From an optimization exercise on the open Yosys and OpenROAD flow, aimed at small area; shortcuts taken in it are not production practice.
In this exercise RTL edits were held to simulation tests only and were not proved equivalent to the original.
No driver is modelled on the clock port, so clock power and skew are understated where the tree is cut down; a real chip needs a root buffer or a tree.
Power is estimated from default activity; no workload was simulated.

== wip/lagoon ==
// driver
module driver(
    input clk,
    input rst,
    input NE1,
    input NWE,
    input [2:0] ADDR,
    input [7:0] DATA,
    output r,
    output g,
    output b,
    output h_sync,
    output v_sync
);
Size in the first run: about 400 cells after synthesis, ~20 I/O pins, ~0.0030 mm^2 of cells after synthesis.
export LEC_CHECK = 0
export CAP_MARGIN = 20
export CORE_MARGIN = 2
export CORE_UTILIZATION = 55
export GPL_TIMING_DRIVEN = 0
export PLACE_DENSITY = 0.7
export SLEW_MARGIN = 20
create_clock -name core_clock -period 5.0 [get_ports {clk}]
standard.sh (not shown) runs the stock make flow with config.mk's settings and CLKGATE_MAP_FILE= SYNTH_SCRIPT=/design/flow/synth_recipe.tcl, a recipe that flattens the netlist after the stock synthesis.
==> flow/flow/run.sh <==
#!/bin/bash
# Own layout flow: the standard ORFS flow (standard.sh), with these
# changes only:
#  - synthesis is the standard script, but ABC maps with flow/abc.script
#    (area-oriented) and the full-adder extraction step is skipped; the
#    flip-flops are mapped before ABC exactly as in the standard synthesis;
#  - port buffers use the smallest buffer (buf_1);
#  - clock tree synthesis inserts no dummy loads.
set -euo pipefail
W=$PWD
sed "s#log_cmd abc {\*}\$abc_args#log_cmd abc -script $W/flow/abc.script {*}[lrange \$abc_args 2 end]#" \
    "$FLOW_HOME/scripts/synth.tcl" > "$W/synth_mod.tcl"
grep -q "flow/abc.script" "$W/synth_mod.tcl"
sed "s#\$::env(SCRIPTS_DIR)/synth.tcl#$W/synth_mod.tcl#" "$W/synth_recipe.tcl" > "$W/my_synth.tcl"
grep -q "synth_mod.tcl" "$W/my_synth.tcl"
sed "s#SYNTH_SCRIPT=[^ ]*#SYNTH_SCRIPT=$W/my_synth.tcl#" "$W/standard.sh" > "$W/my_standard.sh"
grep -q "my_synth.tcl" "$W/my_standard.sh"
CTS="-sink_clustering_enable -repair_clock_nets -dont_use_dummy_load"
[ -f "$W/flow/cts_args" ] && CTS="$CTS $(cat "$W/flow/cts_args")"
bash "$W/my_standard.sh" ADDER_MAP_FILE= \
    "BUFFER_PORTS_ARGS=-buffer_cell sky130_fd_sc_hd__buf_1" \
    "CTS_ARGS=$CTS" \
    finish > "$W/flow_make.log" 2>&1
==> flow/flow/abc.script <==
strash
dch -f
amap
topo
upsize -D 3400
dnsize -D 3400
==> flow/flow/cts_args <==
-buf_list sky130_fd_sc_hd__clkbuf_8 -root_buf sky130_fd_sc_hd__clkbuf_8 -sink_clustering_size 24 -sink_clustering_max_diameter 80
The inputs of wip/harbor differ from those of wip/lagoon as listed below.
--- a/flow/flow/run.sh
+++ b/flow/flow/run.sh
@@ -18,3 +18,3 @@
 CTS="-sink_clustering_enable -repair_clock_nets -dont_use_dummy_load"
-[ -f "$W/flow/cts_args" ] && CTS="$CTS $(cat "$W/flow/cts_args")"
+[ -f "$W/flow/cts_args" ] && CTS="$(cat "$W/flow/cts_args")"
 bash "$W/my_standard.sh" ADDER_MAP_FILE= \
==> flow/flow/cts_args <==
-sink_clustering_enable -repair_clock_nets -dont_use_dummy_load -buf_list sky130_fd_sc_hd__clkbuf_16 -root_buf sky130_fd_sc_hd__clkbuf_16 -sink_clustering_size 50 -sink_clustering_max_diameter 300
Results
Compared with wip/lagoon, wip/harbor shows a lower shortest clock period the worst path allows after layout.
Taking wip/lagoon as the reference point, the internal power summed over all cells of wip/harbor rises by about 14%.
Share of flip-flops with an asynchronous set or reset after synthesis came out exactly the same in wip/harbor and wip/lagoon.
wip/harbor against wip/lagoon; met3 wirelength from detailed routing is up by more than a quarter.
In the metrics for wip/harbor and wip/lagoon, the one carrying the lower design area is wip/lagoon.
Changes in wip/nickel relative to wip/harbor:
==> flow/flow/cts_args <==
-repair_clock_nets -dont_use_dummy_load -buf_list sky130_fd_sc_hd__clkbuf_8
[summary]
On achievable clock frequency, wip/nickel and wip/harbor are basically level.
Compared with wip/harbor, wip/nickel shows part of the power in the clock network lower by 7.1 points.
From wip/harbor to wip/nickel the numbers moved as follows: switching power as a share of total power rose 2.3 points; power consumed by sequential cells about even; area added between synthesis and finish fell 1.9 points; sequential share of layout area rose 0.61 points.
wip/nickel -> wip/harbor: sequential cell count flat
Looking at first-pass GRT wire length, wip/nickel sits about 0.56% lower than wip/harbor does.
Summary: final cell area excluding filler cells, wip/nickel better than wip/harbor
[inputs] wip/garnet vs wip/nickel
--- a/flow/flow/run.sh
+++ b/flow/flow/run.sh
@@ -18,3 +18,3 @@
 CTS="-sink_clustering_enable -repair_clock_nets -dont_use_dummy_load"
-[ -f "$W/flow/cts_args" ] && CTS="$(cat "$W/flow/cts_args")"
+[ -f "$W/flow/cts_args" ] && CTS="$CTS $(cat "$W/flow/cts_args")"
 bash "$W/my_standard.sh" ADDER_MAP_FILE= \
==> flow/flow/abc.script <==
strash
dch -f
amap
topo
removed: flow/flow/cts_args
### Flow results
Looking at achievable clock frequency, wip/garnet sits 1.6% lower than wip/nickel does. Diff wip/nickel -> wip/garnet | final non-filler cell total | up slightly. On cell area after layout: between wip/nickel and wip/garnet, it ends up lower for wip/nickel. Looking at headroom to the max-slew limit across wip/nickel and wip/garnet, the one that comes out higher is wip/nickel. Est. power | wip/garnet vs wip/nickel | wip/garnet higher. Global-route usage sits lower in wip/garnet than in wip/nickel. Compared wip/nickel against wip/garnet; power consumed by sequential cells within noise. Summary — worst setup slack, wip/garnet relative to wip/nickel: lower, by 0.076 ns. | maximum number of pins on one net before global-route repair | wip/garnet vs wip/nickel | 1 lower |. wip/garnet vs wip/nickel: via total after detailed routing up by a few percent. Utilization: wip/garnet > wip/nickel.

alpha:
Another version of the RTL of driver (not shown whole).
Size in the first run: ~350 cells after synthesis, roughly 47 flip-flops, about 20 I/O pins.
clock: 5.0 ns
lec_check: 0
cap_margin: 20
core_margin: 2
core_utilization: 55
gpl_timing_driven: 0
place_density: 0.7
slew_margin: 20
==> flow/flow/run.sh <==
#!/bin/bash
# Own layout flow: the standard ORFS flow (standard.sh), with these
# changes only:
#  - synthesis is the standard script, but ABC maps with flow/abc.script
#    (area-oriented) and the full-adder extraction step is skipped; the
#    flip-flops are mapped before ABC exactly as in the standard synthesis;
#  - port buffers use the smallest buffer (buf_1);
#  - instead of clock tree synthesis, flow/clock.tcl drives all flip-flops
#    from one clock buffer;
#  - timing repair only resizes and swaps pins (no new buffers), and after
#    the global-route repair, gates off the critical paths are downsized
#    again (RECOVER_POWER).
set -euo pipefail
W=$PWD
sed "s#log_cmd abc {\*}\$abc_args#log_cmd abc -script $W/flow/abc.script {*}[lrange \$abc_args 2 end]#" \
    "$FLOW_HOME/scripts/synth.tcl" > "$W/synth_mod.tcl"
grep -q "flow/abc.script" "$W/synth_mod.tcl"
sed "s#\$::env(SCRIPTS_DIR)/synth.tcl#$W/synth_mod.tcl#" "$W/synth_recipe.tcl" > "$W/my_synth.tcl"
grep -q "synth_mod.tcl" "$W/my_synth.tcl"
sed "s#SYNTH_SCRIPT=[^ ]*#SYNTH_SCRIPT=$W/my_synth.tcl#" "$W/standard.sh" > "$W/my_standard.sh"
grep -q "my_synth.tcl" "$W/my_standard.sh"
# ORFS scripts with clock_tree_synthesis replaced by flow/clock.tcl
rm -rf "$W/scripts"
cp -r "$FLOW_HOME/scripts" "$W/scripts"
sed -i 's#^log_cmd clock_tree_synthesis {\*}\$cts_args#source $::env(CLOCK_TCL)#' "$W/scripts/cts.tcl"
grep -q 'CLOCK_TCL' "$W/scripts/cts.tcl"
bash "$W/my_standard.sh" ADDER_MAP_FILE= \
    "BUFFER_PORTS_ARGS=-buffer_cell sky130_fd_sc_hd__buf_1" \
    "SCRIPTS_DIR=$W/scripts" \
    "CLOCK_TCL=$W/flow/clock.tcl" \
    CLOCK_BUF_CELL=sky130_fd_sc_hd__clkbuf_8 CLOCK_BUF_COUNT=3 \
    RECOVER_POWER=100 \
    SETUP_MOVE_SEQUENCE=unbuffer,sizeup,swap \
    finish > "$W/flow_make.log" 2>&1
==> flow/flow/abc.script <==
strash
dch
amap
topo
mfs3 -a
topo
==> flow/flow/clock.tcl <==
# Clock distribution in place of clock_tree_synthesis: the flip-flops are
# split by x position into CLOCK_BUF_COUNT groups of (nearly) equal size,
# and each group is driven by one CLOCK_BUF_CELL buffer placed at the
# group's centroid. The clock port drives only these buffers.
set block [ord::get_db_block]
set dbu [$block getDbUnitsPerMicron]
set clk_net [$block findNet clk]
set sinks {}
foreach it [$clk_net getITerms] {
  set bb [[$it getInst] getBBox]
  set x [expr {([$bb xMin] + [$bb xMax]) / 2.0 / $dbu}]
  set y [expr {([$bb yMin] + [$bb yMax]) / 2.0 / $dbu}]
  lappend sinks [list $x $y "[[$it getInst] getName]/[[$it getMTerm] getName]"]
}
set sinks [lsort -real -index 0 $sinks]
set n [llength $sinks]
set k $::env(CLOCK_BUF_COUNT)
puts "clock.tcl: $n clock pins, $k buffers"
for {set g 0} {$g < $k} {incr g} {
  set lo [expr {($g * $n) / $k}]
  set hi [expr {(($g + 1) * $n) / $k - 1}]
  set group [lrange $sinks $lo $hi]
  # within the group, the buffer goes to the centroid
  set xs 0.0
  set ys 0.0
  set pins {}
  foreach s $group {
    set xs [expr {$xs + [lindex $s 0]}]
    set ys [expr {$ys + [lindex $s 1]}]
    lappend pins [get_pins [lindex $s 2]]
  }
  set m [llength $group]
  set loc [list [expr {$xs / $m}] [expr {$ys / $m}]]
  puts "clock.tcl: group $g: $m pins, buffer at $loc"
  insert_buffer -buffer_cell $::env(CLOCK_BUF_CELL) -net clk -location $loc \
    -buffer_name clkbuf_g$g -net_name clknet_g$g -load_pins $pins
}
set its [$clk_net getITerms]
if { [llength $its] != $k } { error "clock.tcl: clock port drives [llength $its] pins" }
$clk_net setSigType CLOCK
foreach it $its {
  set buf [$it getInst]
  set out_net [[$buf findITerm X] getNet]
  $out_net setSigType CLOCK
  puts "clock.tcl: [$buf getName] ([[$buf getMaster] getName]) drives [$out_net getName], [llength [$out_net getITerms]] pins"
}
alpha | stages: all done | timing, DRC, antenna: all pass
Input changes introduced in beta (baseline for comparison: alpha):
--- a/flow/flow/run.sh
+++ b/flow/flow/run.sh
@@ -31 +31 @@
-    CLOCK_BUF_CELL=sky130_fd_sc_hd__clkbuf_8 CLOCK_BUF_COUNT=3 \
+    CLOCK_BUF_CELL=sky130_fd_sc_hd__clkbuf_16 \
==> flow/flow/clock.tcl <==
# Clock distribution in place of clock_tree_synthesis: one clock buffer,
# placed at the centroid of the flip-flops, drives every clock pin; the
# clock port drives only that buffer.
set block [ord::get_db_block]
set clk_net [$block findNet clk]
set xs 0.0
set ys 0.0
set n 0
foreach it [$clk_net getITerms] {
  set bb [[$it getInst] getBBox]
  set xs [expr {$xs + ([$bb xMin] + [$bb xMax]) / 2.0}]
  set ys [expr {$ys + ([$bb yMin] + [$bb yMax]) / 2.0}]
  incr n
}
set dbu [$block getDbUnitsPerMicron]
set loc [list [expr {$xs / $n / $dbu}] [expr {$ys / $n / $dbu}]]
puts "clock.tcl: $n clock pins, buffer at $loc"
log_cmd insert_buffer -buffer_cell $::env(CLOCK_BUF_CELL) -net clk -location $loc \
  -buffer_name clkbuf_root -net_name clknet_root
$clk_net setSigType CLOCK
[$block findNet clknet_root] setSigType CLOCK
[summary]
Summary of beta and alpha: one run falls short of a clean finish, namely beta.
alpha and beta ended up with roughly the same placer congestion estimate.
From alpha to beta, detailed-placement wirelength estimate did not move at all.
Comparing alpha with beta, the synthesized cell count came out essentially unchanged.
Diff alpha..beta | net count after synthesis | unchanged
As far as compound-gate portion of the synthesized area goes, alpha and beta are indistinguishable; the numbers are identical.
beta -> alpha: synthesized area per cell delta 0, exact match
Going from alpha to beta, total standard cell area after synthesis was more or less identical, sequential cell area fraction in the yosys report now sits at about the same level.
> inputs changed (beta -> gamma)
--- a/flow/flow/run.sh
+++ b/flow/flow/run.sh
@@ -8,5 +8,3 @@
-#  - instead of clock tree synthesis, flow/clock.tcl drives all flip-flops
-#    from one clock buffer;
-#  - timing repair only resizes and swaps pins (no new buffers), and after
-#    the global-route repair, gates off the critical paths are downsized
-#    again (RECOVER_POWER).
+#  - clock tree synthesis inserts no dummy loads;
+#  - after the global-route timing repair, gates off the critical paths
+#    are downsized again (RECOVER_POWER).
@@ -22,5 +20,2 @@
-# ORFS scripts with clock_tree_synthesis replaced by flow/clock.tcl
-rm -rf "$W/scripts"
-cp -r "$FLOW_HOME/scripts" "$W/scripts"
-sed -i 's#^log_cmd clock_tree_synthesis {\*}\$cts_args#source $::env(CLOCK_TCL)#' "$W/scripts/cts.tcl"
-grep -q 'CLOCK_TCL' "$W/scripts/cts.tcl"
+CTS="-sink_clustering_enable -repair_clock_nets -dont_use_dummy_load"
+[ -f "$W/flow/cts_args" ] && CTS="$(cat "$W/flow/cts_args")"
@@ -29,3 +24 @@
-    "SCRIPTS_DIR=$W/scripts" \
-    "CLOCK_TCL=$W/flow/clock.tcl" \
-    CLOCK_BUF_CELL=sky130_fd_sc_hd__clkbuf_16 \
+    "CTS_ARGS=$CTS" \
@@ -33 +25,0 @@
-    SETUP_MOVE_SEQUENCE=unbuffer,sizeup,swap \
--- a/flow/flow/abc.script
+++ b/flow/flow/abc.script
@@ -6,0 +7,2 @@
+mfs3 -a
+topo
removed: flow/flow/clock.tcl
### Flow results
- Every stage of the flow completed for gamma, and the final layout passed the timing, design-rule and antenna checks.
- Going from beta to gamma, synthesized cell count essentially unchanged; number of distinct library cells after synthesis went up; synthesized area ~0 delta.
- On number of ports placed on the die boundary, gamma and beta are basically level.
- Diff gamma..beta | placed instance area | negligible
- ~same simple logic cell fraction of the synthesized area in gamma and beta
- Compared to beta, gamma has final weighted congestion in routability-driven placement 2.4% higher.
--- input diff gamma..delta ---
--- a/flow/flow/run.sh
+++ b/flow/flow/run.sh
@@ -8,3 +8 @@
-#  - clock tree synthesis inserts no dummy loads;
-#  - after the global-route timing repair, gates off the critical paths
-#    are downsized again (RECOVER_POWER).
+#  - clock tree synthesis inserts no dummy loads.
@@ -25 +22,0 @@
-    RECOVER_POWER=100 \
==> flow/flow/abc.script <==
strash
dch
amap
topo
Results
- delta | status: complete | timing, DRC, antenna: pass
- Sort gamma and delta by internal power summed over all cells, descending, and gamma comes first.
- First-iteration DRC count in delta vs gamma: up about 11%
- Summary of delta over gamma: sum of met3 wire segment lengths after detailed routing higher; number of buffers and inverters on the critical path higher; worst hold slack was more or less identical.
- delta packs its core more loosely than gamma.
- Compared with gamma, summed instance area of the synthesized netlist in delta increased slightly.
The clock cells of alpha come from the design's own scripts or RTL, not from TritonCTS.

[re-timing with driven ports]
The flow's constraints put no driver on any port. The routed layouts listed below were extracted and timed again, unchanged, in two steps.
Step 1: set_driving_cell puts a clkbuf_16 on clk and a buf_2 on each other input, an assumption about the parent block.
Step 2, shift: input delay + t, output delay - t, t = (earliest + latest rising clock arrival at the registers) / 2. This alone moves slack from input paths to output paths.
Slacks: ideal ports / drivers / drivers and shift; pairs: ideal ports / drivers.
| run | t, ns | slack for setup (ns) | pins driven straight from the clock port |
|---|---|---|---|
| wip/lagoon | 0.323 | 0.396 / 0.396 / 0.396 | 1 |
| wip/harbor | 0.314 | 0.409 / 0.409 / 0.409 | 1 |
| wip/nickel | 0.323 | 0.396 / 0.396 / 0.396 | 1 |
| wip/garnet | 0.315 | 0.321 / 0.321 / 0.321 | 1 |
| alpha | 0.198 | 0.472 / 0.472 / 0.472 | 3 |
| gamma | 0.319 | 0.471 / 0.471 / 0.471 | 1 |
| delta | 0.317 | 0.381 / 0.381 / 0.381 | 1 |
After both steps every run listed still meets setup and hold.
